Source: an optimization exercise on an open RTL-to-GDS flow (aim: small area and a short achievable clock period). Production flows keep margins and buffers that such runs may drop. No functional check of the RTL was part of any run shown here. Power is estimated from default activity; no workload was simulated.

$ cat design/flow/run.sh
#!/bin/bash
# synth_recipe.tcl (not shown) runs the flow's synth.tcl, then flattens the netlist and writes it again
# the make line also repeats each setting of config.mk as NAME=value (left out here)
make -C /OpenROAD-flow-scripts/flow DESIGN_CONFIG=/design/flow/config.mk WORK_HOME=/design/flow/orfs CLKGATE_MAP_FILE= SYNTH_SCRIPT=/design/flow/synth_recipe.tcl finish
$ cat design/flow/config.mk
export PLATFORM = sky130hd
export DESIGN_NAME = radix3_fft
export DESIGN_NICKNAME = radix3_fft
export VERILOG_FILES = /design/flow/design.v
export SDC_FILE = /design/flow/constraint.sdc
export NUM_CORES = 8
export LEC_CHECK = 0
export CAP_MARGIN = 20
export CORE_MARGIN = 2
export CORE_UTILIZATION = 40
export CTS_CLUSTER_DIAMETER = 80
export CTS_CLUSTER_SIZE = 24
export PLACE_DENSITY = 0.7
export SETUP_SLACK_MARGIN = 2.3
export SLEW_MARGIN = 20
$ cat design/flow/constraint.sdc
create_clock -name core_clock -period 5.0 [get_ports {clk}]
set_input_delay 1.0000 -clock core_clock [delete_from_list [all_inputs] [get_ports {clk}]]
set_output_delay 1.0000 -clock core_clock [all_outputs]
set_load 0.01 [all_outputs]
$ cat design/flow/design.v
`timescale 1ns / 1ps
module radix3_fft(
    input clk,
    input rst,
    input in_valid,
    input [31:0] a_re,
    input [31:0] a_img,
    input [31:0] b_re,
    input [31:0] b_img,
    input [31:0] c_re,
    input [31:0] c_img,
    output out_valid,
    output [31:0] ao_re,
    output [31:0] ao_img,
    output [31:0] bo_re,
    output [31:0] bo_img,
    output [31:0] co_re,
    output [31:0] co_img
    );
parameter [5:0] R1 = 6'b011111;     
parameter [5:0] R2 = 6'b011111;     
parameter [4:0] RM = 5'b10111;      
parameter [5:0] R3 = 6'b011111;     
parameter H1 = 0;                   
parameter H3 = 1;                   
function integer cnt;
    input [31:0] x;
    integer i;
    begin
        cnt = 0;
        for (i = 0; i < 32; i = i + 1) cnt = cnt + x[i];
    end
endfunction
localparam L1 = cnt(R1);
localparam L2 = cnt(R2);
localparam LM = cnt(RM);
localparam L3 = cnt(R3);
localparam LMID = (L2 > LM) ? L2 : LM;
localparam LAT = L1 + LMID + L3;
reg [LAT-1:0] v;
always @(posedge clk) begin
    if (rst)
        v <= {LAT{1'b0}};
    else
        v <= {v[LAT-2:0], in_valid};
end
assign out_valid = v[LAT-1];
wire [31:0] s_re, s_img, d_re, d_img, a1_re, a1_img;
r3_pair #(.R(R1), .HEAVY(H1)) P1R (.clk(clk), .x(b_re),  .y(c_re),  .zp(s_re),  .zm(d_re));
r3_pair #(.R(R1), .HEAVY(H1)) P1I (.clk(clk), .x(b_img), .y(c_img), .zp(s_img), .zm(d_img));
r3_pipe #(.W(64), .N(L1)) DA (.clk(clk), .d({a_re, a_img}), .q({a1_re, a1_img}));
wire [31:0] ao2_re, ao2_img, p_re, p_img, m_re, m_img;
wire [31:0] ao3_re, ao3_img, p3_re, p3_img, m3_re, m3_img;
r3_st2 #(.R(R2)) S2R (.clk(clk), .a(a1_re),  .s(s_re),  .ao(ao2_re),  .p(p_re));
r3_st2 #(.R(R2)) S2I (.clk(clk), .a(a1_img), .s(s_img), .ao(ao2_img), .p(p_img));
r3_mul #(.R(RM)) MR (.clk(clk), .d(d_re),  .m(m_re));
r3_mul #(.R(RM)) MI (.clk(clk), .d(d_img), .m(m_img));
r3_pipe #(.W(128), .N(LMID - L2)) DP (.clk(clk), .d({ao2_re, ao2_img, p_re, p_img}),
                                      .q({ao3_re, ao3_img, p3_re, p3_img}));
r3_pipe #(.W(64), .N(LMID - LM)) DM (.clk(clk), .d({m_re, m_img}), .q({m3_re, m3_img}));
r3_pair #(.R(R3), .HEAVY(H3)) P3R (.clk(clk), .x(p3_re),  .y(m3_img), .zp(co_re),  .zm(bo_re));
r3_pair #(.R(R3), .HEAVY(H3)) P3I (.clk(clk), .x(p3_img), .y(m3_re),  .zp(bo_img), .zm(co_img));
r3_pipe #(.W(64), .N(L3)) DAO (.clk(clk), .d({ao3_re, ao3_img}), .q({ao_re, ao_img}));
endmodule
module r3_pipe #(parameter W = 32, parameter N = 1) (
    input clk,
    input [W-1:0] d,
    output [W-1:0] q
    );
generate
    if (N == 0) begin : g_wire
        assign q = d;
    end else begin : g_reg
        reg [W-1:0] r [0:N-1];
        integer i;
        always @(posedge clk) begin
            r[0] <= d;
            for (i = 1; i < N; i = i + 1) r[i] <= r[i-1];
        end
        assign q = r[N-1];
    end
endgenerate
endmodule
module r3_cut #(parameter W = 32, parameter EN = 1) (
    input clk,
    input [W-1:0] d,
    output [W-1:0] q
    );
generate
    if (EN) begin : g_reg
        reg [W-1:0] r;
        always @(posedge clk) r <= d;
        assign q = r;
    end else begin : g_wire
        assign q = d;
    end
endgenerate
endmodule
module r3_lzc (
    input [23:0] z,
    output [4:0] c
    );
wire [31:0] v = {z, 8'hff};
wire [15:0] a1; wire [15:0] c1;
wire [7:0] a2; wire [15:0] c2;
wire [3:0] a3; wire [11:0] c3;
wire [1:0] a4; wire [7:0] c4;
genvar i;
generate
    for (i = 0; i < 16; i = i + 1) begin : g1
        assign a1[i] = ~v[2*i+1] & ~v[2*i];
        assign c1[i] = ~v[2*i+1];
    end
    for (i = 0; i < 8; i = i + 1) begin : g2
        assign a2[i] = a1[2*i+1] & a1[2*i];
        assign c2[2*i+1:2*i] = a1[2*i+1] ? {1'b1, c1[2*i]} : {1'b0, c1[2*i+1]};
    end
    for (i = 0; i < 4; i = i + 1) begin : g3
        assign a3[i] = a2[2*i+1] & a2[2*i];
        assign c3[3*i+2:3*i] = a2[2*i+1] ? {1'b1, c2[4*i+1:4*i]} : {1'b0, c2[4*i+3:4*i+2]};
    end
    for (i = 0; i < 2; i = i + 1) begin : g4
        assign a4[i] = a3[2*i+1] & a3[2*i];
        assign c4[4*i+3:4*i] = a3[2*i+1] ? {1'b1, c3[6*i+2:6*i]} : {1'b0, c3[6*i+5:6*i+3]};
    end
endgenerate
assign c = a4[1] ? {1'b1, c4[3:0]} : {1'b0, c4[7:4]};
endmodule
module r3_norm1 (
    input [23:0] z,
    output [23:0] n,
    output [4:0] c,
    output zero
    );
assign zero = ~|z;
wire z16 = ~|z[23:8];
wire [23:0] n1 = z16 ? {z[7:0], 16'd0} : z;
wire z8 = ~|n1[23:16];
assign n = z8 ? {n1[15:0], 8'd0} : n1;
wire [4:0] lz;
r3_lzc L (.z(z), .c(lz));
assign c = zero ? 5'd0 : lz;
endmodule
module r3_norm2 (
    input [23:0] z,
    input [7:0] e,
    input [4:0] c,
    output [23:0] n,
    output [7:0] en
    );
wire z4 = ~|z[23:20];
wire [23:0] n3 = z4 ? {z[19:0], 4'd0} : z;
wire z2 = ~|n3[23:22];
wire [23:0] n4 = z2 ? {n3[21:0], 2'd0} : n3;
wire z1 = ~n4[23];
assign n = z1 ? {n4[22:0], 1'b0} : n4;
assign en = e - {3'd0, c};
endmodule
module r3_fin #(parameter [2:0] R = 0) (
    input clk,
    input [23:0] la,
    input [23:0] sa,
    input [23:0] ls,
    input [23:0] ss,
    input [7:0] ea,
    input [7:0] es,
    input same,
    input sgn,
    input sgnd,
    output [31:0] zp,
    output [31:0] zm
    );
wire [24:0] sum = {1'b0, la} + {1'b0, sa};
wire [23:0] dif = ls - ss;
wire [24:0] sum_d; wire [23:0] dif_d; wire [7:0] ea_d, es_d; wire same_d, sgn_d, sgnd_d;
r3_cut #(.W(25+24+8+8+3), .EN(R[0])) C0 (.clk(clk),
    .d({sum, dif, ea, es, same, sgn, sgnd}),
    .q({sum_d, dif_d, ea_d, es_d, same_d, sgn_d, sgnd_d}));
wire [23:0] dn1; wire [4:0] lz; wire zero;
r3_norm1 N1 (.z(dif_d), .n(dn1), .c(lz), .zero(zero));
wire [31:0] rs = {sgn_d, sum_d[24] ? ea_d + 8'd1 : ea_d, sum_d[24] ? sum_d[23:1] : sum_d[22:0]};
wire [23:0] dn1_e; wire [31:0] rs_e; wire [7:0] es_e; wire [4:0] lz_e; wire same_e, sgnd_e;
r3_cut #(.W(24+32+8+5+2), .EN(R[1])) C1 (.clk(clk),
    .d({dn1, rs, es_d, lz, same_d, sgnd_d}),
    .q({dn1_e, rs_e, es_e, lz_e, same_e, sgnd_e}));
wire [23:0] dn; wire [7:0] en;
r3_norm2 N2 (.z(dn1_e), .e(es_e), .c(lz_e), .n(dn), .en(en));
wire [31:0] rd = {sgnd_e, en, dn[22:0]};
wire [31:0] zp_e = same_e ? rs_e : rd;
wire [31:0] zm_e = same_e ? rd : rs_e;
r3_cut #(.W(64), .EN(R[2])) C2 (.clk(clk), .d({zp_e, zm_e}), .q({zp, zm}));
endmodule
module r3_pair #(parameter [5:0] R = 0, parameter HEAVY = 0) (
    input clk,
    input [31:0] x,
    input [31:0] y,
    output [31:0] zp,
    output [31:0] zm
    );
wire [31:0] xi, yi;
r3_cut #(.W(64), .EN(R[5])) C5 (.clk(clk), .d({x, y}), .q({xi, yi}));
wire [7:0] xe = xi[30:23], ye = yi[30:23];
wire xbig = xi[30:0] >= yi[30:0];
wire [7:0] dxy = xe - ye;
wire [7:0] dyx = ye - xe;
wire zxy = (|dxy[7:5]) | (dxy[4] & dxy[3]);
wire zyx = (|dyx[7:5]) | (dyx[4] & dyx[3]);
wire same_a = ~(xi[31] ^ yi[31]);
wire sgn_a = xi[31];
wire [22:0] xf_b, yf_b; wire [4:0] sh; wire [7:0] ea;
wire xbig_b, shz, same_b, sgn_b;
generate
    if (HEAVY) begin : g_heavy
        r3_cut #(.W(23+23+5+8+4), .EN(R[0])) C0 (.clk(clk),
            .d({xi[22:0], yi[22:0], xbig ? dxy[4:0] : dyx[4:0], xbig ? xe : ye,
                xbig, xbig ? zxy : zyx, same_a, sgn_a}),
            .q({xf_b, yf_b, sh, ea, xbig_b, shz, same_b, sgn_b}));
    end else begin : g_light
        wire [7:0] xe_b, ye_b; wire [4:0] dxy_b, dyx_b; wire zxy_b, zyx_b;
        r3_cut #(.W(23+23+8+8+5+5+5), .EN(R[0])) C0 (.clk(clk),
            .d({xi[22:0], yi[22:0], xe, ye, dxy[4:0], dyx[4:0], xbig, zxy, zyx, same_a, sgn_a}),
            .q({xf_b, yf_b, xe_b, ye_b, dxy_b, dyx_b, xbig_b, zxy_b, zyx_b, same_b, sgn_b}));
        assign sh = xbig_b ? dxy_b : dyx_b;
        assign shz = xbig_b ? zxy_b : zyx_b;
        assign ea = xbig_b ? xe_b : ye_b;
    end
endgenerate
wire sgnd_b = sgn_b ^ ~xbig_b;
wire [22:0] lf = xbig_b ? xf_b : yf_b;
wire [22:0] sf = xbig_b ? yf_b : xf_b;
wire [23:0] sm = shz ? 24'd0 : ({1'b1, sf} >> sh);
wire [22:0] lf_c; wire [23:0] sm_c; wire same_c, sgn_c, sgnd_c; wire [7:0] e_c;
r3_cut #(.W(23+24+3+8), .EN(R[1])) C1 (.clk(clk),
    .d({lf, sm, same_b, sgn_b, sgnd_b, ea}),
    .q({lf_c, sm_c, same_c, sgn_c, sgnd_c, e_c}));
r3_fin #(.R(R[4:2])) F (.clk(clk), .la({1'b1, lf_c}), .sa(sm_c), .ls({1'b1, lf_c}), .ss(sm_c),
    .ea(e_c), .es(e_c), .same(same_c), .sgn(sgn_c), .sgnd(sgnd_c), .zp(zp), .zm(zm));
endmodule
module r3_st2 #(parameter [5:0] R = 0) (
    input clk,
    input [31:0] a,
    input [31:0] s,
    output [31:0] ao,
    output [31:0] p
    );
wire [31:0] ai, si;
r3_cut #(.W(64), .EN(R[5])) C5 (.clk(clk), .d({a, s}), .q({ai, si}));
wire sa = ai[31];
wire same = ~(ai[31] ^ si[31]);
wire [7:0] ea = ai[30:23];
wire [7:0] es = si[30:23];
wire [22:0] fa = ai[22:0];
wire [22:0] fs = si[22:0];
wire [8:0] t9 = {1'b0, ea} - {1'b0, es};
wire tneg = t9[8];                  
wire [7:0] d0 = t9[7:0];            
wire [7:0] n1 = es + ~ea;           
wire [7:0] es1 = es - 8'd1;
wire esz = ~|es;
wire w = esz & ea[7];
wire mp1 = tneg | w;                
wire [7:0] sg = mp1 ? n1 : d0;
wire sgz = (|sg[7:5]) | (sg[4] & sg[3]);
wire feq0 = ~|d0;                   
wire feq1 = ~|n1;                   
wire fge = fa >= fs;
wire [7:0] e0 = tneg ? es : ea;
wire [7:0] e1 = (tneg | esz) ? es1 : ea;
wire abig0 = mp1 ? w : ~(feq0 & ~fge);
wire abig1 = mp1 ? (feq1 & fge) : ~esz;
wire [3:0] sel0 = mp1 ? (w ? 4'b0000 : 4'b0100) : (abig0 ? 4'b1000 : 4'b0010);
wire [3:0] sel1 = mp1 ? (abig1 ? 4'b0001 : 4'b1000) : (esz ? 4'b0000 : 4'b0100);
wire [22:0] fa_b, fs_b; wire [4:0] sg_b; wire [3:0] sel0_b, sel1_b; wire [7:0] e0_b, e1_b;
wire sgz_b, mp1_b, abig0_b, abig1_b, same_b, sa_b;
r3_cut #(.W(23+23+5+4+4+8+8+6), .EN(R[0])) C0 (.clk(clk),
    .d({fa, fs, sg[4:0], sel0, sel1, e0, e1, sgz, mp1, abig0, abig1, same, sa}),
    .q({fa_b, fs_b, sg_b, sel0_b, sel1_b, e0_b, e1_b, sgz_b, mp1_b, abig0_b, abig1_b, same_b, sa_b}));
wire [3:0] selA = same_b ? sel0_b : sel1_b;
wire [3:0] selS = same_b ? sel1_b : sel0_b;
wire abigA = same_b ? abig0_b : abig1_b;
wire abigS = same_b ? abig1_b : abig0_b;
wire [7:0] eA = same_b ? e0_b : e1_b;
wire [7:0] eS = same_b ? e1_b : e0_b;
wire sgnd = sa_b ^ ~abigS;
wire [23:0] ma = {1'b1, fa_b};
wire [23:0] ms = {1'b1, fs_b};
wire [23:0] xs = mp1_b ? ma : ms;
wire [23:0] base = sgz_b ? 24'd0 : (xs >> sg_b);
wire [23:0] base1 = {1'b0, base[23:1]};
wire [23:0] smA = ({24{selA[3]}} & base) | ({24{selA[2]}} & base1) |
                  ({24{selA[1]}} & ma) | ({24{selA[0]}} & ms);
wire [23:0] smS = ({24{selS[3]}} & base) | ({24{selS[2]}} & base1) |
                  ({24{selS[1]}} & ma) | ({24{selS[0]}} & ms);
wire [22:0] lfA = abigA ? fa_b : fs_b;
wire [22:0] lfS = abigS ? fa_b : fs_b;
wire [22:0] lfA_c, lfS_c; wire [23:0] smA_c, smS_c; wire [7:0] eA_c, eS_c; wire same_c, sa_c, sgnd_c;
r3_cut #(.W(2*(23+24+8)+3), .EN(R[1])) C1 (.clk(clk),
    .d({lfA, smA, eA, lfS, smS, eS, same_b, sa_b, sgnd}),
    .q({lfA_c, smA_c, eA_c, lfS_c, smS_c, eS_c, same_c, sa_c, sgnd_c}));
r3_fin #(.R(R[4:2])) F (.clk(clk), .la({1'b1, lfA_c}), .sa(smA_c), .ls({1'b1, lfS_c}), .ss(smS_c),
    .ea(eA_c), .es(eS_c), .same(same_c), .sgn(sa_c), .sgnd(sgnd_c), .zp(ao), .zm(p));
endmodule
module r3_mul #(parameter [4:0] R = 0) (
    input clk,
    input [31:0] d,
    output [31:0] m
    );
wire [31:0] di;
r3_cut #(.W(32), .EN(R[3])) C3 (.clk(clk), .d(d), .q(di));
wire [23:0] mm = {1'b1, di[22:0]};
wire [24:0] t = {1'b0, mm} + {2'b0, mm[23:1]};
wire [23:0] u = mm - {4'd0, mm[23:4]};
wire [7:0] e = di[30:23];
wire ez_a = (e == 8'd0);
wire byp1_a = (e == 8'd1) | ((e == 8'd255) & t[24]);
wire byp2_a = (e[7:1] == 7'd1) | (e[7:1] == 7'd2);    
wire [22:0] f_b; wire c1; wire [23:0] u_b; wire [7:0] e_b; wire sd_b, ez, byp1, byp2;
r3_cut #(.W(23+1+24+8+1+3), .EN(R[0])) C0 (.clk(clk),
    .d({di[22:0], t[24], u, e, di[31], ez_a, byp1_a, byp2_a}),
    .q({f_b, c1, u_b, e_b, sd_b, ez, byp1, byp2}));
wire u23 = u_b[23];
wire byp = byp1 | byp2;
wire nrm = ~byp & ~ez;
wire [23:0] m_b = {1'b1, f_b};
wire [24:0] o1 = {1'b0, byp1 ? u_b : m_b};
wire [24:0] o2 = nrm ? {2'd0, m_b[23:1]} : (byp1 & ~u23) ? {1'b0, u_b} : 25'd0;
wire [24:0] o3 = nrm ? {3'd0, u_b[23:3], 1'b0} : ez ? {2'd0, u_b[23:1]} : 25'd0;
wire cin = nrm & ~c1 & u_b[2];
wire sh = nrm & c1;
wire [7:0] e1 = byp2 ? e_b + 8'd250 :
                byp1 ? (e_b[1] ? 8'd252 : 8'd254) + {7'd0, u23} :
                ez   ? 8'd255 : e_b + {7'd0, c1};
wire sg = byp2 ? sd_b : ~sd_b;
wire [24:0] cs_s = o1 ^ o2 ^ o3;
wire [24:0] cs_c = (o1 & o2) | (o1 & o3) | (o2 & o3);
wire [24:0] cs_s_c, cs_c_c; wire cin_c, sh_c, sg_c; wire [7:0] e1_c;
r3_cut #(.W(25+25+3+8), .EN(R[1])) C1 (.clk(clk),
    .d({cs_s, cs_c, cin, sh, sg, e1}), .q({cs_s_c, cs_c_c, cin_c, sh_c, sg_c, e1_c}));
wire [25:0] w = {1'b0, cs_s_c} + {cs_c_c, cin_c};
wire [25:0] w_d; wire sh_d, sg_d; wire [7:0] e1_d;
r3_cut #(.W(26+2+8), .EN(R[4])) C4 (.clk(clk),
    .d({w, sh_c, sg_c, e1_c}), .q({w_d, sh_d, sg_d, e1_d}));
wire [7:0] e0_d = e1_d - 8'd1;
wire [24:0] h = sh_d ? w_d[25:1] : w_d[24:0];
wire [31:0] m_e = {sg_d, h[24] ? e1_d : e0_d, h[24] ? h[23:1] : h[22:0]};
r3_cut #(.W(32), .EN(R[2])) C2 (.clk(clk), .d(m_e), .q(m));
endmodule
==> results of run 1 <==
==> registers in the layout, indices dropped and copies added, names as in the netlist, 64 cells and up <==
signal,count
S2R.F.C2.g_reg.r,64
P1I.F.C1.g_reg.r,71
P1I.g_light.C0.g_reg.r,76
P3I.F.C1.g_reg.r,71
DM.g_reg.r,64
S2I.F.C2.g_reg.r,64
S2R.C1.g_reg.r,113
P3I.F.C2.g_reg.r,64
S2R.F.C0.g_reg.r,68
S2R.F.C1.g_reg.r,71
P1R.F.C1.g_reg.r,71
S2R.C0.g_reg.r,79
S2I.F.C0.g_reg.r,68
P1R.g_light.C0.g_reg.r,76
P3R.F.C1.g_reg.r,71
P3R.F.C2.g_reg.r,64
S2I.C1.g_reg.r,113
DA.g_reg.r,320
S2I.F.C1.g_reg.r,71
DAO.g_reg.r,320
P1R.F.C2.g_reg.r,64
P1I.F.C2.g_reg.r,64
S2I.C0.g_reg.r,79
==> critical path, stage by stage, from the launching register on <==
cell      delay, ns
dfxtp_2        0.34
ha_4           0.16
fa_2           0.34
nor2b_4        0.13
o21a_1         0.18
o311a_1        0.35
o21ai_2        0.21
o211ai_1       0.14
a211o_1        0.34
a221oi_4       0.31
mux2i_1        0.21
nand3_1        0.08
==> how the worst min path moves through the flow <==
stage | end | slack, ns
floorplan | DA.g_reg.r[1][0] | 0.31
global placement | P3R.F.C1.g_reg.r[1] | 0.31
detailed placement | P1R.F.C1.g_reg.r[1] | 0.31
CTS | DAO.g_reg.r[4][39] | 0.29
global route | P1R.F.C0.g_reg.r[11] | 0.29
finish | DAO.g_reg.r[4][39] | 0.29
==> timing repair <==
| item | in CTS | in global routing |
|---|---|---|
| endpoints found under the setup margin | 716 | 423 |
| hold buffers | 0 | 0 |
| gates cloned | 4 | 10 |
| pin swaps | 75 | 172 |
| resized for setup | 428 | 344 |
| buffers inserted | 67 | 83 |
==> Yosys cell counts (18+ instances only) <==
cell type / n / share of area
dfxtp_1: 3169 / 0.51
inv_1: 884 / 0.027
nor2_1: 773 / 0.023
a21oi_1: 693 / 0.028
ha_1: 684 / 0.069
mux2_2: 618 / 0.056
mux2i_1: 612 / 0.049
nand2_1: 611 / 0.018
o21ai_0: 399 / 0.016
clkbuf_1: 348 / 0.011
xnor2_1: 348 / 0.025
a21o_1: 203 / 0.012
xor2_1: 166 / 0.012
nor3_1: 146 / 0.0059
nor2b_1: 129 / 0.0065
mux4_2: 128 / 0.023
a22oi_1: 124 / 0.0075
nand3_1: 107 / 0.0043
o21bai_1: 94 / 0.0057
nand2b_1: 93 / 0.0047
and2_1: 86 / 0.0043
a211oi_1: 85 / 0.0051
fa_1: 78 / 0.013
a222oi_1: 71 / 0.0057
nand4_1: 71 / 0.0036
o21a_1: 68 / 0.0041
buf_1: 52 / 0.0016
a31oi_1: 51 / 0.0026
and3_1: 51 / 0.0026
buf_2: 49 / 0.0020
a221o_1: 46 / 0.0037
nor4_1: 46 / 0.0023
o31ai_1: 45 / 0.0027
o211ai_1: 44 / 0.0027
or3_1: 42 / 0.0021
a211o_1: 29 / 0.0020
or2_2: 27 / 0.0014
o21ai_1: 23 / 0.00093
o22a_1: 23 / 0.0016
nand3b_1: 19 / 0.0011
a32o_1: 18 / 0.0015
==> stage by stage <==
| stage | hold slack, ns | power, uW | utilization | setup slack, ns |
|---|---|---|---|---|
| 6_report | 0.290 | 102000 | 0.457 | 2.13 |
| 5_1_grt | 0.294 | 109000 | 0.457 | 1.99 |
| 4_1_cts | 0.289 | 100000 | 0.450 | 2.13 |
| 3_5_place_dp | 0.312 | 83900 | 0.428 | 1.34 |
| 3_3_place_gp | 0.310 | 83400 | 0.428 | 1.35 |
| 2_1_floorplan | 0.310 | 70200 | - | 2.25 |
==> power groups by stage <==
stage / clock [uW] / sequential (uW) / combinational (uW)
2_1_floorplan: 0 / 40000 / 30200
6_report: 15500 / 43300 / 42800
5_1_grt: 16900 / 44500 / 47200
4_1_cts: 16100 / 43400 / 40600
3_5_place_dp: 0 / 44000 / 39800
3_3_place_gp: 0 / 43800 / 39600
==> cells in the final DEF (no fill, tap or decap), types with 90 or more instances in the layout <==
master,count
nor2_1,762
dlygate4sd2_1,193
nand3_1,106
dfxtp_1,3083
a22oi_1,124
a21o_1,202
clkdlybuf4s50_1,192
nor2b_1,118
nor3_1,136
o21ai_0,344
nand2_1,599
a21oi_1,637
mux4_2,128
buf_4,194
o21bai_1,90
ha_1,635
xor2_1,166
mux2i_1,596
xnor2_1,343
clkbuf_16,178
inv_1,864
mux2_2,608
==> cell type report <==
| cell class | count | area (um2) | area share |
|---|---|---|---|
| timing repair buffer | 617 | 5650 | 0.0401 |
| clock inverter | 68 | 983 | 0.00697 |
| antenna | 6 | 15.0 | 0.000106 |
| timing repair inverter | 2 | 15.0 | 0.000106 |
| inverter | 891 | 3390 | 0.0240 |
| clock buffer | 192 | 4490 | 0.0318 |
| tap | 4120 | 5150 | 0.0365 |
| sequential | 3169 | 63600 | 0.451 |
| multi-input combinational | 7112 | 57800 | 0.410 |
==> metal layers <==
metal	vias to the layer above	share of wire	track usage
met4	4	0.032	0.0557
li1	40800	-	-
met2	2039	0.44	0.275
met3	406	0.043	0.0181
met1	37900	0.48	0.247
met5	-	0.000080	0
==> logic make-up after synthesis <==
kind of cell    count (synthesis)
compound gates               2197
other cells                     1
buf+inv                      1344
simple gates                 2269
fa+ha+maj                     762
xor+xnor                      514
flops                        3169
mux                          1363
==> impl_metrics.json, run 1 <==
{
  "status": "timing/DRC/antenna clean",
  "ys_seq_elements": 3169,
  "start_util": 0.402,
  "clk_latency_ns": 0.92,
  "synth_xor_area_frac": 0.0363,
  "reg2reg_slack_ns": 2.13,
  "p_comb_frac": 0.421,
  "wire_per_inst_um": 17.7,
  "portBuffers": 387,
  "placed_area_mm2": 0.132,
  "synth_mux_area_frac": 0.129,
  "drtPass1Iterations": 9,
  "p_int_uw": 62400,
  "cts_tree": "built",
  "grt_usage": 0.173,
  "finalNonFillerCells": 16200,
  "fp.dieArea_mm2": 0.315,
  "async_reset_ff_frac": 0,
  "area_growth_pct": 13.7,
  "hpwl_um": 218000,
  "vias_per_cell": 5.02,
  "grt-ovfl-total": 0,
  "p_leak_uw": 0.0603,
  "worstSetupEndpointType": "flop",
  "yosys.area_share.adder": 0.0815,
  "pwr-share-seq": 0.426,
  "gp_congestion": 0.933,
  "synth-simple-area-share": 0.0853,
  "power.density_mw_per_mm2": 721,
  "ant_nets": 0,
  "cp_max_fo": 3,
  "r2r-start": "P3I.C1.g_reg.r[11]",
  "setup_violations": 0,
  "drive_gt1_frac": 0.144,
  "period_needed_ns": 2.87,
  "grt_pass1_vias": 77300,
  "r2r_cells": 11,
  "synth_top_family_by_area": "multiplexers",
  "finalNetCount": 12900,
  "die_x_um": 561,
  "period_share": 0.574,
  "finalSetupTns_ns": 0,
  "min-delay-start": "DAO.g_reg.r[3][39]",
  "dpl.cell_count": 15700,
  "nFillCells": 28600,
  "cap_violations": 0,
  "slew_violations": 0,
  "ir_drop_uv": 361,
  "clockPowerShare": 0.153,
  "slew-limit-headroom": 0.306,
  "ys.warnings.count": 17,
  "grt_pass1_wl_um": 440000,
  "fin_skew_ns": 0.0673,
  "cts_root_buf": "clkbuf_16",
  "cts-htree-levels": 4,
  "drcViolationCount": 0,
  "fmax_mhz": 348,
  "stdcell_area_mm2": 0.141,
  "drt_wl_total_um": 286000,
  "rsz0062_at_grt": "true",
  "cts_buffer_depth": 4,
  "synth-edff-count": 0,
  "critPathCapture": "P3I.F.C0.g_reg.r[65]",
  "cp-startpoint": "P3I.C1.g_reg.r[11]",
  "hold-path-cell-count": 0,
  "hp-class": "reg2reg",
  "clkSlewWorstSetupHoldPaths_ns": 0.09,
  "die_h_um": 561,
  "ys_types": 101,
  "arrival_ns": 3.67,
  "num_rows": 204,
  "antenna_found_initial": 20,
  "synth-compound-area-share": 0.115,
  "crit_type": "reg2reg",
  "initialDrtViolationCount": 5969,
  "start_kind": "flop",
  "p_sw_uw": 39300,
  "syn_avg_cell_area_um2": 10.7,
  "cts_buffers": 175,
  "core-area_mm2": 0.309,
  "hold_violations": 0,
  "cts.sinks": 3169,
  "swShare": 0.386,
  "synth_area_mm2": 0.124,
  "worst_pin_slew_ns": 1.01,
  "io_pins": 388,
  "synth_cells": 11600,
  "num_vias": 81200,
  "synthFlopType": "dfxtp_1",
  "r2r_end": "P3I.F.C0.g_reg.r[65]",
  "synth_seq_area_share": 0.511,
  "cp.required_ns": 5.80,
  "grt_max_degree": 88
}
==> run 2: changes to the inputs <==
--- a/design/flow/design.v
+++ b/design/flow/design.v
@@ -136,7 +136,9 @@
 wire z16 = ~|z[23:8];
 wire [23:0] n1 = z16 ? {z[7:0], 16'd0} : z;
 wire z8 = ~|n1[23:16];
-assign n = z8 ? {n1[15:0], 8'd0} : n1;
+wire [23:0] n2 = z8 ? {n1[15:0], 8'd0} : n1;
+wire z4 = ~|n2[23:20];
+assign n = z4 ? {n2[19:0], 4'd0} : n2;
 wire [4:0] lz;
 r3_lzc L (.z(z), .c(lz));
 assign c = zero ? 5'd0 : lz;
@@ -148,8 +150,7 @@
     output [23:0] n,
     output [7:0] en
     );
-wire z4 = ~|z[23:20];
-wire [23:0] n3 = z4 ? {z[19:0], 4'd0} : z;
+wire [23:0] n3 = z;
 wire z2 = ~|n3[23:22];
 wire [23:0] n4 = z2 ? {n3[21:0], 2'd0} : n3;
 wire z1 = ~n4[23];
==> run 2 against run 1 <==
  * Critical endpoint is now S2R.F.C0.g_reg.r[67]
  * Clock skew fell by 0.0090 ns
  * Utilization rose by 0.16 points
  * Maximum frequency down 2.1%
  * Sequential share of layout area decreased by 0.097 points
  * Count of clock-buffer cells in the layout grew 2
  * Area after synthesis down 0.37%
  * Via count is 1.3% lower
  * Non-clock buffer count increased by 29
  * Clock power is 3% higher
  * Flip-flop and latch count is the same
  * Final cell count decreased by 1.2%
==> impl_metrics.json, run 2 <==
{
  "hold_violations": 0,
  "synth_cells": 11400,
  "slew-limit-headroom": 0.242,
  "fp.dieArea_mm2": 0.314,
  "synth_mux_area_frac": 0.134,
  "gr-usage-met1": 0.237,
  "fmax_mhz": 341,
  "vias_per_cell": 5.01,
  "reg2reg_slack_ns": 2.07,
  "start_kind": "flop",
  "ys_types": 113,
  "r2r_cells": 11,
  "drive_gt1_frac": 0.166,
  "hpwl_um": 209000,
  "yosys.area.top_type": "dfxtp_1",
  "final_common_cell": "dfxtp_1",
  "core-area_mm2": 0.308,
  "synth-simple-area-share": 0.0817,
  "synth_xor_area_frac": 0.0356,
  "grt_usage": 0.169,
  "wire_per_inst_um": 17.4,
  "cp_max_fo": 2,
  "finalNetCount": 12700,
  "yosysTopAreaCellShare": 0.513,
  "area_growth_pct": 14.3,
  "hold-path-cell-count": 0,
  "drtPass1Iterations": 11,
  "synthTopCellsByCount": "3169 x dfxtp_1, 861 x inv_1, 752 x mux2_2, 717 x nor2_1, 684 x ha_1",
  "synth_seq_area_share": 0.513,
  "yosys.area_share.adder": 0.0818,
  "cts_tree": "built",
  "nFillCells": 28400,
  "synth-compound-area-share": 0.113,
  "setup_violations": 0,
  "holdWs_ns": 0.309,
  "num_rows": 204,
  "io_pins": 388,
  "utilization": 0.458,
  "power.density_mw_per_mm2": 712,
  "ys.warnings.count": 17,
  "drcViolationCount": 0,
  "slew_violations": 0,
  "die_h_um": 560,
  "drt_wl_total_um": 279000,
  "min-delay-start": "P1I.F.C0.g_reg.r[2]",
  "grt-ovfl-total": 0,
  "worstSetupEndpointType": "flop",
  "grtUsageMet2": 0.273,
  "hp-class": "reg2reg",
  "worst_pin_slew_ns": 1.13,
  "die_x_um": 560,
  "crit_type": "reg2reg",
  "grt_max_degree": 77,
  "rsz0062_at_grt": "true",
  "cts_buffer_depth": 4,
  "final_cell_mix": "3088 x dfxtp_1, 842 x inv_1, 740 x mux2_2",
  "grt_pass1_vias": 76000,
  "initialDrtViolationCount": 5956,
  "placed_area_mm2": 0.132,
  "r2r-start": "S2R.C1.g_reg.r[66]",
  "grt_most_used_layer": "met2",
  "status": "timing/DRC/antenna clean",
  "ir_drop_uv": 351,
  "layout_setup_ws_ns": 2.07,
  "async_reset_ff_frac": 0,
  "hold_buffers": 0,
  "start_util": 0.401,
  "synthFlopType": "dfxtp_1",
  "cts-htree-levels": 4,
  "synth_top_family_by_area": "multiplexers",
  "period_share": 0.586,
  "syn_avg_cell_area_um2": 10.9,
  "cts_buffers": 178,
  "grtUsageMet3": 0.0218,
  "grt_pass1_wl_um": 431000,
  "stdcell_area_mm2": 0.141,
  "cts_root_buf": "clkbuf_16",
  "ant_nets": 0,
  "synth_area_mm2": 0.124,
  "portBuffers": 387,
  "gp_congestion": 0.923,
  "p_leak_uw": 0.0593,
  "ys_seq_elements": 3169,
  "cts.sinks": 3169,
  "finalSetupTns_ns": 0,
  "synth.area.top_cells": "dfxtp_1 51%, ha_1 6.9%, mux2_2 6.8%, mux2i_1 4.4%, a21oi_1 2.7%",
  "r2r_end": "S2R.F.C0.g_reg.r[67]",
  "arrival_ns": 3.72,
  "antenna_found_initial": 14,
  "cap_violations": 0,
  "holdPathEnd": "P1I.F.C1.g_reg.r[1]",
  "fin_skew_ns": 0.0582,
  "yosysMostFrequentCell": "dfxtp_1",
  "num_vias": 80100,
  "clkSlewWorstSetupHoldPaths_ns": 0.09,
  "pre_cts_slack_ns": 1.13,
  "cp.required_ns": 5.79,
  "clk_latency_ns": 0.91,
  "period_needed_ns": 2.93,
  "top_regs": "DA.g_reg.r (320), DAO.g_reg.r (320)",
  "synth-edff-count": 0
}
-- run 2: changes by cell type after synthesis, moves of 41 or more --
cell	delta
mux2i_1	-68
a21o_1	-50
nand2_1	-127
mux2_2	+134
nor2_1	-56
a221oi_1	+41
-- run 2: cell type report --
cell class                 instances  area (um2)  share of cell area
timing repair buffer             646        5730              0.0405
inverter                         866        3270              0.0232
sequential                      3169       63600               0.450
multi-input combinational       6915       58000               0.410
clock inverter                    66        1070             0.00754
tap                             4120        5150              0.0365
antenna                            6        15.0            0.000106
clock buffer                     194        4590              0.0324
-- run 2: critical path, cell delays in order, from the launching register on --
cell,delay (ns)
dfxtp_4,0.37
ha_4,0.16
fa_2,0.35
a211oi_2,0.22
nor2_2,0.08
o221ai_2,0.21
a31oi_2,0.14
a41o_1,0.25
or4_4,0.44
a31oi_4,0.22
o21ai_2,0.08
a211o_1,0.30
-- run 2: power by group --
group | switching (uW) | total, uW | internal [uW] | leakage, uW
registers | 7450 | 42900 | 35400 | 0.0267
clock network | 8680 | 15900 | 7220 | 0.00273
logic | 22000 | 41800 | 19800 | 0.0299
-- run 2: layer usage --
metal	vias to the layer above	part of all wire
li1	40200	-
met1	37500	0.48
met2	1933	0.45
met3	416	0.046
met4	4	0.029
met5	-	0.000093
-- run 2: worst max path at each step --
| stage | start | to | slack (ns) | depth (start not counted) |
|---|---|---|---|---|
| 5_1_grt | S2R.C1.g_reg.r[66] | S2R.F.C0.g_reg.r[67] | 2.00 | 11 |
| 3_3_place_gp | c_re[1] | P1R.g_light.C0.g_reg.r[4] | 1.09 | 12 |
| 4_1_cts | S2I.C1.g_reg.r[66] | S2I.F.C0.g_reg.r[65] | 2.11 | 11 |
| 6_report | S2R.C1.g_reg.r[66] | S2R.F.C0.g_reg.r[67] | 2.07 | 11 |
| 3_5_place_dp | c_re[1] | P1R.g_light.C0.g_reg.r[4] | 1.13 | 12 |
| 2_1_floorplan | S2R.C1.g_reg.r[66] | S2R.F.C0.g_reg.r[67] | 2.19 | 11 |
-- run 2: stage by stage --
step | std cells | total power [uW]
finish | 16000 | 101000
global route | 16000 | 107000
CTS | 15900 | 99200
detailed placement | 15500 | 82000
global placement | 15500 | 81500
floorplan | 11400 | 68800
-- run 2: cell families (layout without fill, tap and decap cells) --
group	after synthesis	after routing
other cells	1	8
fa+ha+maj	762	762
flops	3169	3169
mux	1416	1416
xor+xnor	502	502
compound gates	2133	2136
buf+inv	1298	1772
simple gates	2094	2097
-- run 2: repair_timing --
| item | CTS | global route |
|---|---|---|
| setup buffers | 101 | 92 |
| endpoints found under the setup margin | 578 | 312 |
| pin swaps | 108 | 197 |
| cloned | 4 | 4 |
| gates resized for setup | 516 | 354 |

## re-timing with driven ports
In the flow no input, the clock included, has a driving cell. The finished layouts below were timed again as built, in two steps. Step 1: set_driving_cell puts a clkbuf_16 on clk and a buf_2 on each other input, an assumption about the parent block. Step 2 also shifts input and output timing later by t, the mid clock arrival at the registers, as if the neighbouring blocks saw the same clock. Three values: ideal ports, drivers, drivers and shift; two values: the first two.
run | shift t [ns] | slack for setup (ns) | slew at the worst register clock pin (ns) | worst slew at a driven data input, ns
run 1 | 0.988 | 2.130 / 2.130 / 1.548 | 0.10 / 0.10 | 0.10
run 2 | 0.976 | 2.068 / 2.068 / 1.498 | 0.10 / 0.10 | 0.10
After both steps every run listed still meets setup and hold. The setup slack of run 1, which loses most, moves by 0.000 ns with the drivers and by -0.582 ns with both steps.
